What follows belongs to an exercise in optimizing a design on an open flow for small area; a production flow would make more cautious choices. Only simulation tests tie the RTL to the original design; equivalence was not proved. Power is estimated from default activity; no workload was simulated.

==> inputs of build 39 <==
## ballgame_core
module ballgame_core(
	input			clk,			 
	input			rst,			 
	input			key_start,
	input			user1_left,
	input			user1_right,
	input			user2_left,
	input			user2_right,
	output			vga_hs,
	output			vga_vs,
	output	[2:0]	rgb,
	output	[6:0]	hex1,
	output	[6:0]	hex0,
	output			music_en
);
clock: 12.5 ns
lec_check: 0
cap_margin: 20
core_margin: 2
core_utilization: 40
slew_margin: 20
standard.sh (not shown) runs the stock make flow with config.mk's settings and CLKGATE_MAP_FILE= SYNTH_SCRIPT=/design/flow/synth_recipe.tcl, a recipe that flattens the netlist after the stock synthesis.
==> flow/flow/run.sh <==
#!/bin/bash
# Own layout flow: the standard synthesis, then its combinational logic
# re-mapped for area by ABC (every register kept: same instance, name and
# cell type), then the standard layout from that netlist.
# Each tool writes its full output to a log file in the work folder.
set -euo pipefail
W=$(pwd)
RES=$W/orfs/results/$FLOW_PLATFORM/ballgame_core/base
LIB=$FLOW_HOME/platforms/$FLOW_PLATFORM/lib/sky130_fd_sc_hd__tt_025C_1v80.lib
YOSYS=${YOSYS_EXE:-$FLOW_HOME/../tools/install/yosys/bin/yosys}
[ -x "$YOSYS" ] || YOSYS=yosys
ABC_TIME=${ABC_TIME:-240}

# 1. standard synthesis (synth_recipe.tcl, unchanged)
bash standard.sh synth > "$W/log_1_standard_synth.txt" 2>&1
cp "$RES/1_2_yosys.v" "$W/std.v"

# 2. area re-mapping of the combinational logic: one ABC run per CPU, each
#    with its own random seed; the smallest netlist is kept
NRUN=${NUM_CORES:-4}
for s in $(seq 1 "$NRUN"); do
  D="$W/remap_$s"; mkdir -p "$D"; cp "$W/std.v" "$D/std.v"
  sed -e "s/@SEED@/$s/" -e "s/@TIME@/$ABC_TIME/" "$W/flow/abc_area.script" > "$D/abc.script"
  sed -e "s#@LIB@#$LIB#g" -e "s#@TOP@#$FLOW_TOP#g" -e "s#@ABCSCRIPT@#$D/abc.script#g" \
      "$W/flow/remap.ys.in" > "$D/remap.ys"
  (cd "$D" && "$YOSYS" -l "$D/log_2_remap.txt" -q remap.ys > /dev/null 2>&1 || true) &
done
wait
BEST=""; BESTA=""
for s in $(seq 1 "$NRUN"); do
  D="$W/remap_$s"
  [ -s "$D/remapped.v" ] || continue
  A=$(grep -o "Chip area for module .*: [0-9.]*" "$D/stat_after.txt" | grep -o "[0-9.]*$")
  echo "seed $s area $A" >> "$W/log_2_remap_pick.txt"
  if [ -z "$BEST" ] || awk -v a="$A" -v b="$BESTA" 'BEGIN{exit !(a < b)}'; then BEST=$D; BESTA=$A; fi
done
echo "kept $BEST ($BESTA)" >> "$W/log_2_remap_pick.txt"
test -n "$BEST"
cp "$BEST/remapped.v" "$W/remapped.v"
cp "$W/remapped.v" "$RES/1_2_yosys.v"

# 3. standard layout from the re-mapped netlist (make redoes 1_synth.odb on),
#    with a clock tree of smaller buffers and no dummy clock loads, and
#    single-drive port buffers
bash standard.sh finish \
  "CTS_ARGS=-sink_clustering_enable -repair_clock_nets -dont_use_dummy_load -buf_list sky130_fd_sc_hd__clkbuf_8 -root_buf sky130_fd_sc_hd__clkbuf_8" \
  "BUFFER_PORTS_ARGS=-buffer_cell sky130_fd_sc_hd__buf_1" \
  > "$W/log_3_standard_layout.txt" 2>&1
test -s "$W/out/final.def"
==> flow/flow/abc_area.script <==
strash
&get -n
&deepsyn -T @TIME@ -S @SEED@
&put
dch -f
amap
topo
Other scripts of this flow, unchanged in this note and not shown: flow/flow/remap.ys.in
==> build 77: changes against build 39 <==
--- a/flow/design.v
+++ b/flow/design.v
@@ -1,12 +1,11 @@
-module vga_sig(clock, reset, hsyncb, vsyncb, xaddr, xraw, yaddr);
+module vga_sig(clock, reset, hsyncb, vsyncb, xaddr, yaddr);
    input        clock;
    input        reset;
    output       hsyncb;
    output       vsyncb;
    output [9:0] xaddr;
-   output [9:0] xraw;
    output [9:0] yaddr;
    reg [9:0]    h;
    reg [9:0]    v;
    wire hend = h[9] & h[8] & h[5];               
    wire vend = v[9] & v[3] & v[2] & v[0];        
@@ -21,13 +20,13 @@
       end
    end
    assign hsyncb = ~((h >= 10'd656) & (h < 10'd752));
    assign vsyncb = ~((v == 10'd490) | (v == 10'd491));
    wire hsat = h[9] & (h[8] | h[7]);             
+   wire vsat = v[9] | (v[8] & v[7] & v[6] & v[5]);  
    assign xaddr = hsat ? 10'd639 : h;
-   assign xraw = h;
-   assign yaddr = v;
+   assign yaddr = vsat ? 10'd479 : v;
 endmodule
 module SEG7_LUT (
   input      [2:0] num_ten,
   output reg [6:0] led_ten_hex1,
   input      [2:0] num_one,
@@ -63,16 +62,16 @@
 	output				music_en,
 	output reg	[2:0]	score_user1,
 	output reg	[2:0]	score_user2,
 	output reg	[9:0]	ball_xaddr,
 	output reg	[8:0]	ball_yaddr,
-	output reg	[5:0]	user1_pos,
-	output reg	[5:0]	user2_pos,
+	output reg	[8:0]	user1_pos,
+	output reg	[8:0]	user2_pos,
 	output reg	[6:0]	block_x,
 	output reg	[7:0]	block_y
 );
-	localparam [5:0] PAD_MID = 6'd27;	 
+	localparam [8:0] PAD_MID = 9'd135;	 
 	function [7:0] lfsr;
 		input [7:0] s;
 		lfsr = {s[6:0], s[7] ^ s[5] ^ s[4] ^ s[3]};
 	endfunction
 	reg		[7:0]	ball_tmr;
@@ -131,14 +130,13 @@
 	wire			x_left  = rx == 11'd0   | rx == 11'd200 | rx == 11'd400;
 	wire			x_right = rx == 11'd120 | rx == 11'd320 | rx == 11'd520;
 	wire			xin = rx_pos & ((rx <= 11'd120) |
 	                                (rx >= 11'd200 & rx <= 11'd320) |
 	                                (rx >= 11'd400 & rx <= 11'd520));
-	wire	[5:0]	pad = up ? user1_pos : user2_pos;
-	wire	[9:0]	pad10 = {1'b0, pad, 3'b0} + {3'b0, pad, 1'b0};
-	wire	[10:0]	rp = {1'b0, ball_xaddr} + 11'd10 - {1'b0, pad10};
-	wire			pad_hit = (pad != 6'd0) & ~rp[10] & (rp <= 11'd120) &
+	wire	[8:0]	pad = up ? user1_pos : user2_pos;
+	wire	[10:0]	rp = {1'b0, ball_xaddr} + 11'd10 - {1'b0, pad, 1'b0};
+	wire			pad_hit = (pad != 9'd0) & ~rp[10] & (rp <= 11'd120) &
 	                          (ball_yaddr == (up ? 9'd40 : 9'd440));
 	wire			hflip = (yin & (right ? x_left : x_right)) |
 	                        (ball_xaddr == (right ? 10'd620 : 10'd20));
 	wire			vflip = (xin & (ry == (up ? 10'd150 : 10'd90))) | pad_hit |
 	                        (ball_yaddr == (up ? 9'd20 : 9'd460));
@@ -151,19 +149,19 @@
 		else if (vflip)
 			up <= ~up;
 	end
 	wire			top_out = ball_yaddr <= 9'd22;
 	wire			bot_out = ball_yaddr >= 9'd458;
-	function [5:0] pad_move;
-		input [5:0] p;
+	function [8:0] pad_move;
+		input [8:0] p;
 		input       l;
 		input       r;
 		begin
 			if (l)
-				pad_move = (p != 6'd0) ? p - 6'd1 : 6'd0;
+				pad_move = (p > 9'd5) ? p - 9'd5 : 9'd0;
 			else if (r)
-				pad_move = (p != 6'd54) ? p + 6'd1 : 6'd54;
+				pad_move = (p < 9'd265) ? p + 9'd5 : 9'd270;
 			else
 				pad_move = p;
 		end
 	endfunction
 	always @(posedge clk) begin
@@ -212,16 +210,15 @@
 endmodule
 module vga_disp(
 	input clk,
 	input disp_sel,
 	input [9:0] xaddr,
-	input [9:0] xraw,
 	input [9:0] yaddr,
 	input [9:0] ball_xaddr,
 	input [8:0] ball_yaddr,
-	input [5:0] user1_pos,
-	input [5:0] user2_pos,
+	input [8:0] user1_pos,
+	input [8:0] user2_pos,
 	input [6:0] block_x,
 	input [7:0] block_y,
 	output reg [2:0] rgb
 );
 function go_bit;
@@ -871,29 +868,28 @@
 	10'd291: ball_bit = 1'b1;
 	10'd292: ball_bit = 1'b1;
 	default: ball_bit = 1'b0;
 	endcase
 endfunction
-	wire border = (xraw >= 10'd5 && xraw <= 10'd635 && yaddr >= 10'd5 && yaddr <= 10'd475) &&
-	              (xraw < 10'd10 || xraw > 10'd630 || yaddr < 10'd10 || yaddr > 10'd470);
-	wire [5:0]  pad = yaddr[8] ? user2_pos : user1_pos;
-	wire [9:0]  pad10 = {1'b0, pad, 3'b0} + {3'b0, pad, 1'b0};
-	wire [10:0] dp = {1'b0, xaddr} - {1'b0, pad10};
+	wire border = (xaddr >= 10'd5 && xaddr <= 10'd635 && yaddr >= 10'd5 && yaddr <= 10'd475) &&
+	              (xaddr < 10'd10 || xaddr > 10'd630 || yaddr < 10'd10 || yaddr > 10'd470);
+	wire [8:0]  pad = yaddr[8] ? user2_pos : user1_pos;
+	wire [10:0] dp = {1'b0, xaddr} - {1'b0, pad, 1'b0};
 	wire pad_row = (yaddr >= 10'd10 && yaddr <= 10'd30) || (yaddr >= 10'd450 && yaddr <= 10'd470);
 	wire paddle = pad_row && ~dp[10] && dp <= 11'd100;
-	wire [10:0] bx = {1'b0, xraw} - {4'b0, block_x};
+	wire [10:0] bx = {1'b0, xaddr} - {4'b0, block_x};
 	wire [10:0] by = {1'b0, yaddr} - {3'b0, block_y};
 	wire block = ~bx[10] && ~by[10] && by >= 11'd100 && by <= 11'd140 &&
 	             ((bx >= 11'd10 && bx <= 11'd110) || (bx >= 11'd210 && bx <= 11'd310) ||
 	              (bx >= 11'd410 && bx <= 11'd510));
 	wire [10:0] dx = {1'b0, xaddr} - {1'b0, ball_xaddr};
 	wire [10:0] dy = {1'b0, yaddr} - {2'b0, ball_yaddr};
 	wire dx_near = (dx[10:4] == 7'h00) || (dx[10:4] == 7'h7f);
 	wire dy_near = (dy[10:4] == 7'h00) || (dy[10:4] == 7'h7f);
 	wire ball = dx_near && dy_near && ball_bit({dy[4:0], dx[4:0]});
-	wire go = xraw >= 10'd176 && xraw < 10'd464 && yaddr >= 10'd208 && yaddr < 10'd272 &&
-	          go_bit({yaddr[5:2], xraw[8:2]});
+	wire go = xaddr >= 10'd176 && xaddr < 10'd464 && yaddr >= 10'd208 && yaddr < 10'd272 &&
+	          go_bit({yaddr[5:2], xaddr[8:2]});
 	wire white = border || paddle;
 	always @(posedge clk) begin
 		if (disp_sel)
 			rgb <= {3{go}};
 		else
@@ -914,28 +910,26 @@
 	output	[6:0]	hex1,
 	output	[6:0]	hex0,
 	output			music_en
 );
 	wire	[9:0] 	hloc;
-	wire	[9:0] 	hraw;
 	wire	[9:0] 	vloc;
 	wire			disp_sel;
 	wire	[9:0] 	ball_xaddr;
 	wire	[8:0] 	ball_yaddr;
-	wire	[5:0] 	user1_pos;
-	wire	[5:0] 	user2_pos;
+	wire	[8:0] 	user1_pos;
+	wire	[8:0] 	user2_pos;
 	wire	[6:0] 	block_x;
 	wire	[7:0] 	block_y;
 	wire	[2:0] 	score_user1;
 	wire	[2:0] 	score_user2;
 vga_sig u0(
 	.clock(clk),
 	.reset(rst),
 	.hsyncb(vga_hs),
 	.vsyncb(vga_vs),
 	.xaddr(hloc),
-	.xraw(hraw),
 	.yaddr(vloc));
 SEG7_LUT u2(
 	.num_ten(score_user1),
 	.led_ten_hex1(hex1),
 	.num_one(score_user2),
@@ -960,11 +954,10 @@
 	.block_y(block_y)
 );
 vga_disp u4(
 	.clk(clk),
 	.xaddr(hloc),
-	.xraw(hraw),
 	.yaddr(vloc),
 	.disp_sel(disp_sel),
 	.ball_xaddr(ball_xaddr),
 	.ball_yaddr(ball_yaddr),
 	.user1_pos(user1_pos),
==> flow/flow/run.sh (replaced) <==
#!/bin/bash
# Own layout flow: the standard synthesis, then its combinational logic
# re-mapped for area by ABC (every register kept: same instance, name and
# cell type), then the standard layout from that netlist.
# Each tool writes its full output to a log file in the work folder.
set -euo pipefail
W=$(pwd)
RES=$W/orfs/results/$FLOW_PLATFORM/ballgame_core/base
LIB=$FLOW_HOME/platforms/$FLOW_PLATFORM/lib/sky130_fd_sc_hd__tt_025C_1v80.lib
YOSYS=${YOSYS_EXE:-$FLOW_HOME/../tools/install/yosys/bin/yosys}
[ -x "$YOSYS" ] || YOSYS=yosys

# 1. standard synthesis (synth_recipe.tcl, unchanged)
bash standard.sh synth > "$W/log_1_standard_synth.txt" 2>&1
cp "$RES/1_2_yosys.v" "$W/std.v"

# 2. area re-mapping of the combinational logic
sed -e "s#@LIB@#$LIB#g" -e "s#@TOP@#$FLOW_TOP#g" -e "s#@ABCSCRIPT@#$W/flow/abc_area.script#g" \
    "$W/flow/remap.ys.in" > "$W/remap.ys"
"$YOSYS" -l "$W/log_2_remap.txt" -q "$W/remap.ys" > /dev/null 2>&1
cp "$W/remapped.v" "$RES/1_2_yosys.v"

# 3. standard layout from the re-mapped netlist (make redoes 1_synth.odb on)
bash standard.sh > "$W/log_3_standard_layout.txt" 2>&1
test -s "$W/out/final.def"
==> flow/flow/abc_area.script (replaced) <==
strash
&get -n
&deepsyn -T 60
&put
dch -f
amap
topo
==> qor summary <==
                                                                                build 39                 build 77
Status                                                           complete, no violations  complete, no violations
Number of clock sinks seen by CTS                                                     98                      104
Multi-input combinational area share                                               61.5%                    59.3%
Peak VDD IR                                                                  0.0000545 V              0.0000610 V
Final layout net count                                                             1,243                    1,338
Die Y-Extent                                                                      141 um                   146 um
Number of logic stages on the critical path including buffering                        5                       12
Part of the total power dissipated in sequential elements                          60.5%                    49.1%
CP Buf/Inv Count                                                                       2                        5
Layout buffer count excluding clock buffers                                           30                       31
Power dissipated by switching net loads                                           136 uW                   184 uW
FF-to-FF Start                                                                   u0.h[2]         u3.ball_xaddr[5]
Required time at the worst-slack endpoint                                       10.00 ns                 12.74 ns
Static leakage                                                                0.00255 uW               0.00298 uW
Proportion of layout cells with a drive suffix above 1                             1.05%                    1.65%
Largest net degree at the start of global routing                                     31                       35
Fill cell count                                                                    2,014                    2,145
Setup Skew                                                                     0.0232 ns                0.0125 ns
Inserted tap cell count                                                              234                      265
Multi-input combinational cell area                                          0.00498 mm2              0.00535 mm2
Non-Filler Cell Area, Final                                                  0.00810 mm2              0.00901 mm2
Combinational group share of total power                                            6.8%                     6.1%
Path type of the worst setup path                                 register to output pin    input pin to register
Sequential Area                                                              0.00196 mm2              0.00208 mm2
Number of instances in the placed design                                           1,459                    1,585

==> re-timing with driven ports <==
The flow's constraints put no driver on any port. The routed layouts listed below were extracted and timed again, unchanged, in two steps.
Step 1 assumes that a clkbuf_16 drives the clock port and a buf_2 every other input.
Step 2 adds t to the input delays and takes it off the output delays; t is the mean of the earliest and latest rising clock arrival at the registers after step 1. Input paths then give back, and output paths get back, about the clock's delay inside the block.
Three values: no drivers, after step 1, after step 2; two values: the first two.
run	t (ns)	setup slack, ns	worst setup path at the end	latest minus earliest clock arrival (ns)
build 39	0.427	7.548 / 7.508 / 7.290	input to register	0.023 / 0.023
build 77	0.410	7.389 / 7.377 / 7.003	input to register	0.014 / 0.014
After both steps setup and hold are still met in every run listed. The setup slack of build 77, which loses most, moves by -0.012 ns with the drivers and by -0.386 ns with both steps.
